What follows belongs to an exercise in optimizing a design on an open flow for a short achievable clock period and few clock cycles; a production flow would make more cautious choices. Only simulation tests tie the RTL to the original design; equivalence was not proved. Power and IR drop assume default switching activity.

==> v2: inputs <==
## cpu
module cpu(
    input clk,
    input nrst,
    output halt,
    output bit1_cp2,
    output bit2_cp3,
    output [2:0] io_address,
    output [7:0] dataout,
    input skip_flag,
    input clearacc,
    input [7:0] datain,
    output [11:0] address,
    output [11:0] write_data,
    output write_enable,
    output mem_load,
    input [11:0] read_data,
    input mem_ready
);
clock: 6.5 ns
lec_check: 0
cap_margin: 20
core_margin: 2
core_utilization: 40
setup_slack_margin: 4.0
slew_margin: 20
synth_hierarchical: 1
synth_minimum_keep_size: 0
tns_end_percent: 100
standard.sh (not shown) runs the stock make flow with config.mk's settings and CLKGATE_MAP_FILE= SYNTH_SCRIPT=/design/flow/synth_recipe.tcl, a recipe that flattens the netlist after the stock synthesis.
==> flow/flow/run.sh <==
#!/bin/bash
# Layout: the standard synthesis and layout, with two resizer settings
# changed: ports get a plain buf_6 instead of the smallest buffer (a slow
# delay cell in this library), and the resizer may swap cells across
# footprints (the platform's default ties each cell to its own footprint).
set -euo pipefail
bash standard.sh synth > synth.log 2>&1
bash standard.sh MATCH_CELL_FOOTPRINT=0 "BUFFER_PORTS_ARGS=-buffer_cell sky130_fd_sc_hd__buf_6" finish > layout.log 2>&1
==> v6: changes against v2 <==
--- a/flow/design.v
+++ b/flow/design.v
@@ -44,41 +44,59 @@
 assign mem_load = ml_r;
 assign halt = s_halt;
 assign io_address = io_r;
 assign dataout = ac[7:0];
 assign bit1_cp2 = ir[1];
 assign bit2_cp3 = ir[2];
+wire cla = ir[7], cll = ir[6], cma = ir[5], cml = ir[4], iac = ir[0];
 reg m_inc, m_neg, m_one;
-wire [12:0] s3;
-opr1_value u_opr1_value(
-    .ac(ac), .l(l), .cla(ir[7]), .cll(ir[6]), .cma(ir[5]), .cml(ir[4]), .iac(ir[0]),
-    .m_inc(m_inc), .m_neg(m_neg), .m_one(m_one), .s3(s3));
+wire [11:0] s1 = (ac & {12{~cla}}) ^ {12{cma}};
+wire s1l = (l & ~cll) ^ cml;
+wire [12:0] c;
+assign c[0] = iac;
+genvar gi;
+generate
+    for (gi = 1; gi <= 12; gi = gi + 1) begin : g_carry
+        assign c[gi] = (m_inc & (&ac[gi-1:0])) | (m_neg & ~(|ac[gi-1:0])) | m_one;
+    end
+endgenerate
+wire [12:0] s3 = {s1l, s1} ^ c;
 reg q_none, q_rar, q_rtr, q_ral, q_rtl, q_bsw;
+wire [12:0] g1 = ({13{q_none}} & s3)
+               | ({13{q_rar}} & {s3[0], s3[12:1]})
+               | ({13{q_rtr}} & {s3[1:0], s3[12:2]})
+               | ({13{q_ral}} & {s3[11:0], s3[12]})
+               | ({13{q_rtl}} & {s3[10:0], s3[12:11]})
+               | ({13{q_bsw}} & {s3[12], s3[5:0], s3[11:6]});
 wire [12:0] tad_sum = {l, ac} + {1'b0, md};
-wire [12:0] lac_v;
-acc_next u_acc_next(
-    .l(l), .ac(ac), .md(md), .tad_sum(tad_sum), .s3(s3),
-    .q_none(q_none), .q_rar(q_rar), .q_rtr(q_rtr), .q_ral(q_ral), .q_rtl(q_rtl), .q_bsw(q_bsw),
-    .p_none(p_none), .p_and(p_and), .p_tad(p_tad), .p_clr(p_clr), .iotc(s_iotf),
-    .datain(datain), .clearacc(clearacc), .nrst(nrst), .lac_v(lac_v));
+wire [11:0] ac_iot = clearacc ? {4'b0000, datain} : (ac | {4'b0000, datain});
+wire [12:0] lac_v = ({13{p_none}} & {l, ac})
+                  | ({13{p_and}} & {l, ac & md})
+                  | ({13{p_tad}} & tad_sum)
+                  | g1
+                  | ({13{p_clr}} & {l, 12'd0})
+                  | ({13{s_iotf}} & {l, ac_iot});
 wire [11:0] ac_v = lac_v[11:0];
 wire [11:0] pc1 = pc + 12'd1;
 wire [11:0] a1 = addr_r + 12'd1;
 reg t_sma, t_sza, t_snl, t_inv;
 reg t_iot;
-wire squash;
-skip_test u_skip_test(
-    .ac(ac), .l(l), .t_sma(t_sma), .t_sza(t_sza), .t_snl(t_snl), .t_inv(t_inv),
-    .t_iot(t_iot), .skip_flag(skip_flag), .squash(squash));
+wire g2skip = ((t_sma & ac[11]) | (t_sza & ~(|ac)) | (t_snl & l)) ^ t_inv;
+wire squash = (t_iot & skip_flag) | g2skip;
 wire fetchc = s_fetch | s_iotf;
 wire [11:0] I = read_data;
 wire [2:0] op = I[11:9];
 wire [11:0] ea = {I[7] ? addr_r[11:7] : 5'b00000, I[6:0]};
 wire take = fetchc & mem_ready & ~squash;
-always @(posedge clk)
-    {l, ac} <= lac_v;
+always @(posedge clk) begin
+    if (!nrst) begin
+        l <= 1'b0;
+        ac <= 12'd0;
+    end else
+        {l, ac} <= lac_v;
+end
 always @(posedge clk) begin
     if (!nrst)
         ir <= 12'd0;
     else if (take)
         ir <= I;
 end
@@ -129,20 +147,37 @@
 always @(posedge clk) begin
     if (!nrst)
         pc <= 12'd0;
     else if (fetchc)
         pc <= addr_r;
 end
-wire [11:0] wsrc = ir[11] ? a1 : (ir[10:9] == 2'b10 && sk) ? pc + 12'd2 : pc1;
-wire [11:0] addr_d;
-addr_next u_addr_next(
-    .rd(read_data), .mem_ready(mem_ready), .squash(squash),
-    .fetchc(fetchc), .s_ptr(s_ptr), .s_oprd_on(s_oprd & ~ir[10]), .s_write(s_write),
-    .addr_r(addr_r), .a1(a1), .pc1(pc1), .wsrc(wsrc), .nrst(nrst), .addr_d(addr_d));
-always @(posedge clk)
-    addr_r <= addr_d;
+always @(posedge clk) begin
+    if (!nrst) begin
+        addr_r <= 12'd0;
+    end else if (fetchc) begin
+        if (squash)
+            addr_r <= a1;
+        else if (mem_ready)
+            addr_r <= (I[11] & I[10]) ? a1 : ea;
+    end else if (s_ptr) begin
+        if (mem_ready)
+            addr_r <= read_data;
+    end else if (s_oprd) begin
+        if (mem_ready && !ir[10])
+            addr_r <= pc1;
+    end else if (s_write) begin
+        if (mem_ready) begin
+            if (ir[11])
+                addr_r <= a1;                 
+            else if (ir[10:9] == 2'b10 && sk)
+                addr_r <= pc + 12'd2;         
+            else
+                addr_r <= pc1;
+        end
+    end
+end
 reg n_fetch, n_ptr, n_oprd, n_write, n_iotf, n_halt;
 reg n_and, n_tad, n_g1, n_clr, n_g2, n_dca;
 always @* begin
     n_fetch = 1'b0; n_ptr = 1'b0; n_oprd = 1'b0; n_write = 1'b0; n_iotf = 1'b0; n_halt = 1'b0;
     n_and = 1'b0; n_tad = 1'b0; n_g1 = 1'b0; n_clr = 1'b0; n_g2 = 1'b0; n_dca = 1'b0;
     if (fetchc) begin
@@ -252,95 +287,6 @@
         we_r <= n_write;
         w_ac <= n_dca;
         ml_r <= ~n_halt;
     end
 end
 endmodule
-module skip_test(
-    input [11:0] ac,
-    input l,
-    input t_sma, t_sza, t_snl, t_inv, t_iot,
-    input skip_flag,
-    output squash
-);
-    wire g2skip = ((t_sma & ac[11]) | (t_sza & ~(|ac)) | (t_snl & l)) ^ t_inv;
-    assign squash = (t_iot & skip_flag) | g2skip;
-endmodule
-module acc_next(
-    input l,
-    input [11:0] ac,
-    input [11:0] md,
-    input [12:0] tad_sum,
-    input [12:0] s3,
-    input q_none, q_rar, q_rtr, q_ral, q_rtl, q_bsw,
-    input p_none, p_and, p_tad, p_clr, iotc,
-    input [7:0] datain,
-    input clearacc,
-    input nrst,
-    output [12:0] lac_v
-);
-    wire [11:0] keep = {12{p_none}} | ({12{p_and}} & md) | {12{iotc & ~clearacc}};
-    wire lkeep = p_none | p_and | p_clr | iotc;
-    assign lac_v = {13{nrst}} & (
-                   {lkeep & l, keep & ac}
-                 | ({13{p_tad}} & tad_sum)
-                 | {5'd0, {8{iotc}} & datain}
-                 | ({13{q_none}} & s3)
-                 | ({13{q_rar}} & {s3[0], s3[12:1]})
-                 | ({13{q_rtr}} & {s3[1:0], s3[12:2]})
-                 | ({13{q_ral}} & {s3[11:0], s3[12]})
-                 | ({13{q_rtl}} & {s3[10:0], s3[12:11]})
-                 | ({13{q_bsw}} & {s3[12], s3[5:0], s3[11:6]}));
-endmodule
-module opr1_value(
-    input [11:0] ac,
-    input l,
-    input cla, cll, cma, cml, iac,
-    input m_inc, m_neg, m_one,
-    output [12:0] s3
-);
-    wire [11:0] s1 = (ac & {12{~cla}}) ^ {12{cma}};
-    wire s1l = (l & ~cll) ^ cml;
-    wire [12:0] c;
-    assign c[0] = iac;
-    genvar gi;
-    generate
-        for (gi = 1; gi <= 12; gi = gi + 1) begin : g_carry
-            assign c[gi] = (m_inc & (&ac[gi-1:0])) | (m_neg & ~(|ac[gi-1:0])) | m_one;
-        end
-    endgenerate
-    assign s3 = {s1l, s1} ^ c;
-endmodule
-module addr_next(
-    input [11:0] rd,
-    input mem_ready,
-    input squash,
-    input fetchc, s_ptr, s_oprd_on, s_write,
-    input [11:0] addr_r,
-    input [11:0] a1,
-    input [11:0] pc1,
-    input [11:0] wsrc,
-    input nrst,
-    output reg [11:0] addr_d
-);
-    wire [11:0] ea = {rd[7] ? addr_r[11:7] : 5'b00000, rd[6:0]};
-    always @* begin
-        addr_d = addr_r;
-        if (fetchc) begin
-            if (squash)
-                addr_d = a1;
-            else if (mem_ready)
-                addr_d = (rd[11] & rd[10]) ? a1 : ea;
-        end else if (s_ptr) begin
-            if (mem_ready)
-                addr_d = rd;
-        end else if (s_oprd_on) begin
-            if (mem_ready)
-                addr_d = pc1;
-        end else if (s_write) begin
-            if (mem_ready)
-                addr_d = wsrc;
-        end
-        if (!nrst)
-            addr_d = 12'd0;
-    end
-endmodule
- SYNTH_HIERARCHICAL: 1 -> default
- SYNTH_MINIMUM_KEEP_SIZE: 0 -> default
==> v35: changes against v2 <==
--- a/flow/design.v
+++ b/flow/design.v
@@ -44,23 +44,36 @@
 assign mem_load = ml_r;
 assign halt = s_halt;
 assign io_address = io_r;
 assign dataout = ac[7:0];
 assign bit1_cp2 = ir[1];
 assign bit2_cp3 = ir[2];
+wire cla = ir[7], cll = ir[6], cma = ir[5], cml = ir[4], iac = ir[0];
 reg m_inc, m_neg, m_one;
-wire [12:0] s3;
-opr1_value u_opr1_value(
-    .ac(ac), .l(l), .cla(ir[7]), .cll(ir[6]), .cma(ir[5]), .cml(ir[4]), .iac(ir[0]),
-    .m_inc(m_inc), .m_neg(m_neg), .m_one(m_one), .s3(s3));
+wire [11:0] s1 = (ac & {12{~cla}}) ^ {12{cma}};
+wire s1l = (l & ~cll) ^ cml;
+wire [12:0] c;
+assign c[0] = iac;
+genvar gi;
+generate
+    for (gi = 1; gi <= 12; gi = gi + 1) begin : g_carry
+        assign c[gi] = (m_inc & (&ac[gi-1:0])) | (m_neg & ~(|ac[gi-1:0])) | m_one;
+    end
+endgenerate
+wire [12:0] s3 = {s1l, s1} ^ c;
 reg q_none, q_rar, q_rtr, q_ral, q_rtl, q_bsw;
+wire [12:0] g1 = ({13{q_none}} & s3)
+               | ({13{q_rar}} & {s3[0], s3[12:1]})
+               | ({13{q_rtr}} & {s3[1:0], s3[12:2]})
+               | ({13{q_ral}} & {s3[11:0], s3[12]})
+               | ({13{q_rtl}} & {s3[10:0], s3[12:11]})
+               | ({13{q_bsw}} & {s3[12], s3[5:0], s3[11:6]});
 wire [12:0] tad_sum = {l, ac} + {1'b0, md};
 wire [12:0] lac_v;
 acc_next u_acc_next(
-    .l(l), .ac(ac), .md(md), .tad_sum(tad_sum), .s3(s3),
-    .q_none(q_none), .q_rar(q_rar), .q_rtr(q_rtr), .q_ral(q_ral), .q_rtl(q_rtl), .q_bsw(q_bsw),
+    .l(l), .ac(ac), .md(md), .tad_sum(tad_sum), .g1(g1),
     .p_none(p_none), .p_and(p_and), .p_tad(p_tad), .p_clr(p_clr), .iotc(s_iotf),
     .datain(datain), .clearacc(clearacc), .nrst(nrst), .lac_v(lac_v));
 wire [11:0] ac_v = lac_v[11:0];
 wire [11:0] pc1 = pc + 12'd1;
 wire [11:0] a1 = addr_r + 12'd1;
 reg t_sma, t_sza, t_snl, t_inv;
@@ -267,51 +280,26 @@
 endmodule
 module acc_next(
     input l,
     input [11:0] ac,
     input [11:0] md,
     input [12:0] tad_sum,
-    input [12:0] s3,
-    input q_none, q_rar, q_rtr, q_ral, q_rtl, q_bsw,
+    input [12:0] g1,
     input p_none, p_and, p_tad, p_clr, iotc,
     input [7:0] datain,
     input clearacc,
     input nrst,
     output [12:0] lac_v
 );
-    wire [11:0] keep = {12{p_none}} | ({12{p_and}} & md) | {12{iotc & ~clearacc}};
-    wire lkeep = p_none | p_and | p_clr | iotc;
-    assign lac_v = {13{nrst}} & (
-                   {lkeep & l, keep & ac}
+    wire [11:0] ac_iot = clearacc ? {4'b0000, datain} : (ac | {4'b0000, datain});
+    assign lac_v = {13{nrst}} & (({13{p_none}} & {l, ac})
+                 | ({13{p_and}} & {l, ac & md})
                  | ({13{p_tad}} & tad_sum)
-                 | {5'd0, {8{iotc}} & datain}
-                 | ({13{q_none}} & s3)
-                 | ({13{q_rar}} & {s3[0], s3[12:1]})
-                 | ({13{q_rtr}} & {s3[1:0], s3[12:2]})
-                 | ({13{q_ral}} & {s3[11:0], s3[12]})
-                 | ({13{q_rtl}} & {s3[10:0], s3[12:11]})
-                 | ({13{q_bsw}} & {s3[12], s3[5:0], s3[11:6]}));
-endmodule
-module opr1_value(
-    input [11:0] ac,
-    input l,
-    input cla, cll, cma, cml, iac,
-    input m_inc, m_neg, m_one,
-    output [12:0] s3
-);
-    wire [11:0] s1 = (ac & {12{~cla}}) ^ {12{cma}};
-    wire s1l = (l & ~cll) ^ cml;
-    wire [12:0] c;
-    assign c[0] = iac;
-    genvar gi;
-    generate
-        for (gi = 1; gi <= 12; gi = gi + 1) begin : g_carry
-            assign c[gi] = (m_inc & (&ac[gi-1:0])) | (m_neg & ~(|ac[gi-1:0])) | m_one;
-        end
-    endgenerate
-    assign s3 = {s1l, s1} ^ c;
+                 | g1
+                 | ({13{p_clr}} & {l, 12'd0})
+                 | ({13{iotc}} & {l, ac_iot}));
 endmodule
 module addr_next(
     input [11:0] rd,
     input mem_ready,
     input squash,
     input fetchc, s_ptr, s_oprd_on, s_write,
==> impl_results.md <==
- Starting Density: 0.4072
- P_clk: about 500 µW
- Multi-input combinational area share: 0.5307
- Register area: about 2300 µm²
- Number of fill cells in the layout: 1701
- CP Max Fanout: 3
- GR Util met1: 0.3469
- Most frequent cells in the layout: 107 x nand2_1, 62 x dfxtp_1, 60 x buf_6
- R2R setup slack: a little under 4000 ps
- Combinational Power Share: 0.215
- Final GP Congestion: between 0.9 and 1
- Met2 usage: 0.4042
- CP bufs+invs: 1
- Comb group: 336 µW
- Post-synth top area share: 0.2175
- Internal Power: 1086 µW
- Worst-path cell chain: buf_6, nand2_4, o21ai_2, or4_4, and3_4, or3_1, o211a_1, o221a_1
- Outcome: no timing/DRC/antenna violations
That was v6.
==> impl_results.md <==
- Outcome: no timing/DRC/antenna violations
- Multi-input combinational area share: 0.5631
- R2R setup slack: about 4000 ps
- CP bufs+invs: 2
- Cts bufs inserted: 9
- GR Util met1: 0.3368
- Final ANT Viol Nets: 0
- Combinational Power Share: 0.232
- Most frequent cells in the layout: 92 x nand2_1, 74 x a21oi_1, 63 x buf_6
- CP Max Fanout: 10
- Pwr per Cell Area: 194.9 nW/µm²
- Post-synth top area share: 0.2033
- Comb group: roughly 400 µW
- Initial antenna violation count: 0
- Starting Density: 0.4042
- P_clk: approximately 570 µW
- Internal Power: around 1200 µW
- Final GP Congestion: about 0.86
- Warnings from Yosys: 8
- R2R cell count: 7
That was v2.
==> impl_results.md <==
- Starting Density: 0.4051
- Final GP Congestion: ~0.93
- Multi-input combinational area share: 0.5453
- R2R setup slack: 3980 ps
- Comb group: a little over 400 µW
- CP Max Fanout: 7
- GR Util met1: 0.3286
- Outcome: no timing/DRC/antenna violations
- Register area: between 2000 and 2500 µm²
- Most frequent cells in the layout: 117 x nand2_1, 69 x a21oi_1, 67 x buf_6
- Met2 usage: 0.4119
- Worst-path cell chain: buf_8, nand2_4, nand2_4, a21oi_4, a31oi_4, buf_6, nor3b_4, nand3_4, nor4_4, nand2_1, o21a_1
- Number of fill cells in the layout: between 1.5k and 2k
- CP bufs+invs: 2
That was v35.
Testbench counts of v2, summed over its fixed seeds: cycles 135,783.
Testbench counts of v6, summed over its fixed seeds: cycles 135,783.
Testbench counts of v35, summed over its fixed seeds: cycles 135,783.

separate check: timing with driven ports:
Ports are ideal in the flow. The routed layouts listed here were re-timed in OpenROAD.
Step 1 assumes that a clkbuf_16 drives the clock port and a buf_2 every other input.
Step 2 also shifts input and output timing later by t, the mid clock arrival at the registers, as if the neighbouring blocks saw the same clock.
Three values: ideal, step 1, step 2; two values: the first two.
run | t (ns) | setup slack, ns | clock arrival spread, ns
v2 | 0.402 | 3.999 / 3.972 / 3.601 | 0.017 / 0.017
v6 | 0.399 | 3.907 / 3.911 / 3.514 | 0.006 / 0.006
v35 | 0.398 | 3.947 / 3.951 / 3.554 | 0.012 / 0.011
After both steps setup and hold are still met in every run listed. For v2, which loses most, drivers alone change the setup slack by -0.027 ns; drivers and shift together by -0.398 ns.
